Background: an optimization exercise with open tools, aiming at small area and a short achievable clock period. Do not read the settings as production practice. Only simulation tests tie the RTL to the original design; equivalence was not proved. Power and IR drop assume default switching activity.

==> inputs of run a <==
==> flow/design.v (excerpt) <==
module RV32I(output [31:0] Result, output [31:0] Result2, input clk, rst, input test, input [7:0] test_addr,
             output zero, overload,
             input [31:0] instr, output [31:0] pc);
clock: 22.0 ns
lec_check: 0
cap_margin: 20
core_margin: 2
core_utilization: 40
cts_cluster_diameter: 80
cts_cluster_size: 20
slew_margin: 20
synth_hierarchical: 1
standard.sh (not shown) runs the stock make flow with config.mk's settings and CLKGATE_MAP_FILE= SYNTH_SCRIPT=/design/flow/synth_recipe.tcl, a recipe that flattens the netlist after the stock synthesis.
==> flow/flow/run.sh <==
#!/bin/bash
# Own layout flow: the standard layout (standard.sh, standard synthesis) with
#  - timing repair aiming at 10 ns of setup slack instead of 0, on the worst path only
#    (the clock period and the constraints are unchanged; this only makes
#    repair_timing work harder),
#  - buf_4 port buffers and cell resizing across footprints,
#  - a clock tree without dummy loads.
# Each tool's full output stays in orfs/logs (per step); make's own output goes to make.log.
set -euo pipefail
bash standard.sh \
  SETUP_SLACK_MARGIN=10 TNS_END_PERCENT=0 \
  MATCH_CELL_FOOTPRINT=0 \
  "BUFFER_PORTS_ARGS=-buffer_cell sky130_fd_sc_hd__buf_4" \
  "CTS_ARGS=-sink_clustering_enable -repair_clock_nets -dont_use_dummy_load -sink_clustering_size 20 -sink_clustering_max_diameter 80" \
  finish > make.log 2>&1
==> run b: changes against run a <==
--- a/flow/design.v
+++ b/flow/design.v
@@ -174,13 +174,13 @@
     endgenerate
 endmodule
 module alu(input [31:0] RS1N, RS2N, PC, IMM,    
            input SELA, SELB,                    
            input SUB,
            input F_ADD, F_SLL, F_SR, F_ARITH, F_SLT, F_SLTU, F_XOR, F_OR, F_AND, F_COPY,
-           output [31:0] REST,                  
+           output [31:0] Y,
            output [31:0] SUM,
            output zero, over_load);
     wire [31:0] A, bx, xr;
     wire [31:0] pcn = ~PC;
     wire [31:0] immxn = ~(IMM ^ {32{SUB}});
     genvar k;
@@ -204,19 +204,20 @@
     generate
         for (k = 0; k < 32; k = k + 1) begin : rev
             assign arev[k] = A[31-k];
             assign srev[k] = sr[31-k];
         end
     endgenerate
-    assign REST = ({32{F_SLL}}  & srev)
-                | ({32{F_SR}}   & sr)
-                | ({32{F_XOR}}  & p)
-                | ({32{F_OR}}   & ~tn)
-                | ({32{F_AND}}  & ~gn)
-                | ({32{F_COPY}} & bx)
-                | {31'd0, (F_SLT & lt) | (F_SLTU & ltu)};
+    assign Y = ({32{F_ADD}}  & SUM)
+             | ({32{F_SLL}}  & srev)
+             | ({32{F_SR}}   & sr)
+             | ({32{F_XOR}}  & p)
+             | ({32{F_OR}}   & ~tn)
+             | ({32{F_AND}}  & ~gn)
+             | ({32{F_COPY}} & bx)
+             | {31'd0, (F_SLT & lt) | (F_SLTU & ltu)};
     wire z_as = ~|(p ^ {~tn[30:0], SUB});
     reg [31:0] keep;
     integer i;
     always @(*)
         for (i = 0; i < 32; i = i + 1)
             keep[i] = F_SLL ? (i + sh <= 31) : (i >= sh);
@@ -353,29 +354,29 @@
             end
             rd64 p(RD[b], rs, col);
         end
     endgenerate
 endmodule
 module wbmux(output [31:0] Y, YI,       
-             input [31:0] W, SUM, REST, OTH,
+             input [31:0] W, ALU, OTH,
              input L0, L1, L2, L3, H1, H3, LW,
              input Q7, Q15B, Q15, Q23, Q31B, Q31,
-             input SA, SAA, SO);
+             input SA, SO);
     wire x0, x1, x2, x3, ext8n, ext16n, ext16m;
     g_a22oi s0(x0, Q7, W[7], Q15B, W[15]);
     g_a22oi s1(x1, Q23, W[23], Q31B, W[31]);
     g_and2  s2(ext8n, x0, x1);
     g_a22oi s3(x2, Q7, W[7], Q15, W[15]);
     g_a22oi s4(x3, Q23, W[23], Q31, W[31]);
     g_and2  s5(ext16n, x2, x3);           
     g_and2  s6(ext16m, x2, x3);           
     wire [31:0] ta, to;
     genvar j;
     generate
         for (j = 0; j < 32; j = j + 1) begin : bt
-            g_a22oi ua(ta[j], SAA, SUM[j], SA, REST[j]);    
+            g_nand2 ua(ta[j], SA, ALU[j]);         
             g_nand2 uo(to[j], SO, OTH[j]);
         end
         for (j = 0; j < 8; j = j + 1) begin : b0
             wire t0, t1;
             g_a22oi  u0(t0, L0, W[j], L1, W[j+8]);
             g_a22oi  u1(t1, L2, W[j+16], L3, W[j+24]);
@@ -448,17 +449,17 @@
     wire F_SR   = use_f3 & f3_101;
     wire F_OR   = use_f3 & (f3 == 3'b110);
     wire F_AND  = use_f3 & (f3 == 3'b111);
     wire F_COPY = isLUI;
     wire F_ADD  = ~(F_SLL | F_SLT | F_SLTU | F_XOR | F_SR | F_OR | F_AND | F_COPY);
     wire SUB    = do_sub | F_SLT | F_SLTU;
-    wire [31:0] sum, alu_rest;
+    wire [31:0] alu_y, sum;
     alu u_alu(.RS1N(rs1n), .RS2N(rs2n), .PC(PC), .IMM(imm), .SELA(selA_rs1), .SELB(selB_rs2), .SUB(SUB),
               .F_ADD(F_ADD), .F_SLL(F_SLL), .F_SR(F_SR), .F_ARITH(f30), .F_SLT(F_SLT), .F_SLTU(F_SLTU),
               .F_XOR(F_XOR), .F_OR(F_OR), .F_AND(F_AND), .F_COPY(F_COPY),
-              .REST(alu_rest), .SUM(sum), .zero(zero), .over_load(overload));
+              .Y(alu_y), .SUM(sum), .zero(zero), .over_load(overload));
     wire beq  = (rs1 == rs2);
     wire bltu = (rs1 < rs2);
     wire blt  = ($signed(rs1) < $signed(rs2));
     reg  cond;
     always @(*)
         case (f3)
@@ -506,25 +507,25 @@
     wire q15  = q15b | (ish & sgn & ~a1);
     wire q31  = q31b | (ish & sgn & a1);
     wire r2_ld  = test | isL;
     wire r2_alu = ~test & wb_alu;
     wire r2_hld = ~test & ~isL & ~wb_alu;
     wire [31:0] wb;      
-    wbmux u_wb1(.Y(Result), .YI(wb), .W(word), .SUM(sum), .REST(alu_rest), .OTH(pc4),
+    wbmux u_wb1(.Y(Result), .YI(wb), .W(word), .ALU(alu_y), .OTH(pc4),
                 .L0(isL & sel0), .L1(isL & sel1), .L2(isL & sel2), .L3(isL & sel3),
                 .H1(isL & hi1), .H3(isL & hi3), .LW(isL & isw),
                 .Q7(isL & q7), .Q15B(isL & q15b), .Q15(isL & q15), .Q23(isL & q23),
                 .Q31B(isL & q31b), .Q31(isL & q31),
-                .SA(wb_alu), .SAA(wb_alu & F_ADD), .SO(wb_pc4));
+                .SA(wb_alu), .SO(wb_pc4));
     wire [31:0] r2_unused;
-    wbmux u_wb2(.Y(Result2), .YI(r2_unused), .W(word), .SUM(sum), .REST(alu_rest), .OTH(hold2),
+    wbmux u_wb2(.Y(Result2), .YI(r2_unused), .W(word), .ALU(alu_y), .OTH(hold2),
                 .L0(r2_ld & sel0), .L1(r2_ld & sel1), .L2(r2_ld & sel2), .L3(r2_ld & sel3),
                 .H1(r2_ld & hi1), .H3(r2_ld & hi3), .LW(r2_ld & isw),
                 .Q7(r2_ld & q7), .Q15B(r2_ld & q15b), .Q15(r2_ld & q15), .Q23(r2_ld & q23),
                 .Q31B(r2_ld & q31b), .Q31(r2_ld & q31),
-                .SA(r2_alu), .SAA(r2_alu & F_ADD), .SO(r2_hld));
+                .SA(r2_alu), .SO(r2_hld));
     register_file u_rf(.RD1n(rs1n), .RD2n(rs2n), .clk(clk), .rst(rst), .WE(reg_wr & ~test),
                        .A1(ra1), .A2(ra2), .A3(rd), .WD3(wb));
     always @(posedge clk or posedge rst) begin
         if (rst) begin
             PC <= 32'd0;
             hold2 <= 32'd0;
==> flow/flow/run.sh (replaced) <==
#!/bin/bash
# Own layout flow: the standard layout (standard.sh, standard synthesis) with
#  - timing repair aiming at 10 ns of setup slack instead of 0, on the worst path only
#    (the clock period and the constraints are unchanged; this only makes
#    repair_timing work harder),
#  - buf_4 port buffers and cell resizing across footprints,
#  - all ports placed on the left edge of the die (flow/io.tcl), so that the input to
#    output logic sits near its pins,
#  - a clock tree without dummy loads.
# Each tool's full output stays in orfs/logs (per step); make's own output goes to make.log.
set -euo pipefail
bash standard.sh \
  SETUP_SLACK_MARGIN=10 TNS_END_PERCENT=0 \
  MATCH_CELL_FOOTPRINT=0 \
  "BUFFER_PORTS_ARGS=-buffer_cell sky130_fd_sc_hd__buf_4" \
  "IO_CONSTRAINTS=$(pwd)/flow/io.tcl" \
  "CTS_ARGS=-sink_clustering_enable -repair_clock_nets -dont_use_dummy_load -sink_clustering_size 20 -sink_clustering_max_diameter 80" \
  finish > make.log 2>&1
==> flow/flow/io.tcl (new file) <==
# all ports on the left edge of the die
set_io_pin_constraint -region left:* -pin_names [concat [all_inputs] [all_outputs]]
==> notes <==
- Between run a and run b, the lower setup slack is in run a (gap 0.035 ns).
- Synthesized cell count is about the same in run a and run b.
- Against run b, the power of run a is higher by 0.43%.
- In run a the area after synthesis is higher than in run b, by about 0.43%.
- First-iteration DRC count: run a is lower than run b (about 3%).
- Against run b, the critical path depth of run a is higher by 1.
- Between run b and run a, the lower fmax is in run a (gap 0.23%, measured against run a).
- Final area: run b is larger than run a (about 1.5%).
- Between run a and run b, the lower routed wire length is in run a (gap 2.5%, measured against run b).
- Between run b and run a, the lower count of clock-buffer cells in the layout is in run a (gap 2).
==> figures <==
Net switching component of the power: run b 2.71 mW; run a 2.74 mW
Proportion of layout cells with a drive suffix above 1: run b 20.1%; run a 18.6%
Global placement routability congestion: run b 0.977; run a 0.967
Fraction of area in registers: run b 61.3%; run a 62.2%
Core area: run b 336000 µm²; run a 337000 µm²
Met2 layer usage reported by global route: run b 44.7%; run a 43.9%
Clock-pin slew on the worst setup and hold paths: run b 0.08 ns; run a 0.05 ns
Minimum period implied by the final worst setup slack: run b 15.06 ns; run a 15.09 ns
Ratio of routed vias to standard cells: run b 6.90; run a 6.94
Capturing instance or port of the critical path: run b Result[0]; run a Result2[5]
Final setup skew: run b 0.153 ns; run a 0.142 ns
Worst path arrival time: run b 10.66 ns; run a 10.69 ns
Worst Setup Slack, final: run b 6.94 ns; run a 6.91 ns
Pre-CTS worst setup slack: run b 4.74 ns; run a 5.13 ns
Cell area after layout: run b 156000 µm²; run a 153000 µm²
Run status: run b finished clean; run a finished clean
Number of antenna violations at the first check in global routing: run b 27; run a 30
Startpoint of the worst hold path: run b u_rf.v[9]; run a hold2[2]
Number of CTS-inserted buffers: run b 193; run a 191
Combinational power: run b 1.05 mW; run a 1.10 mW
R2r worst-path depth: run b 28; run a 21
Via total after detailed routing: run b 96800; run a 96500

## separate check: timing with driven ports
No port has a modelled driver above. Below, the same layouts with a new extraction and two added sets of constraints. Step 1 assumes that a clkbuf_16 drives the clock port and a buf_2 every other input. Step 2, shift: input delay + t, output delay - t, t = (earliest + latest rising clock arrival at the registers) / 2. This alone moves slack from input paths to output paths. Three values: no drivers, after step 1, after step 2; two values: the first two.
| run | shift t [ns] | slack for setup (ns) | hold WS [ns] | worst setup path after step 2 | worst register clock-pin slew, ns |
|---|---|---|---|---|---|
| run a | 0.990 | 6.905 / 6.777 / 6.777 | 0.508 / 0.508 / 0.508 | input to output | 0.09 / 0.09 |
| run b | 0.974 | 6.940 / 6.821 / 6.821 | 0.505 / 0.505 / 0.505 | input to output | 0.09 / 0.09 |
After both steps every run listed still meets setup and hold. For run a, which loses most, drivers alone change the setup slack by -0.128 ns; drivers and shift together by -0.128 ns.
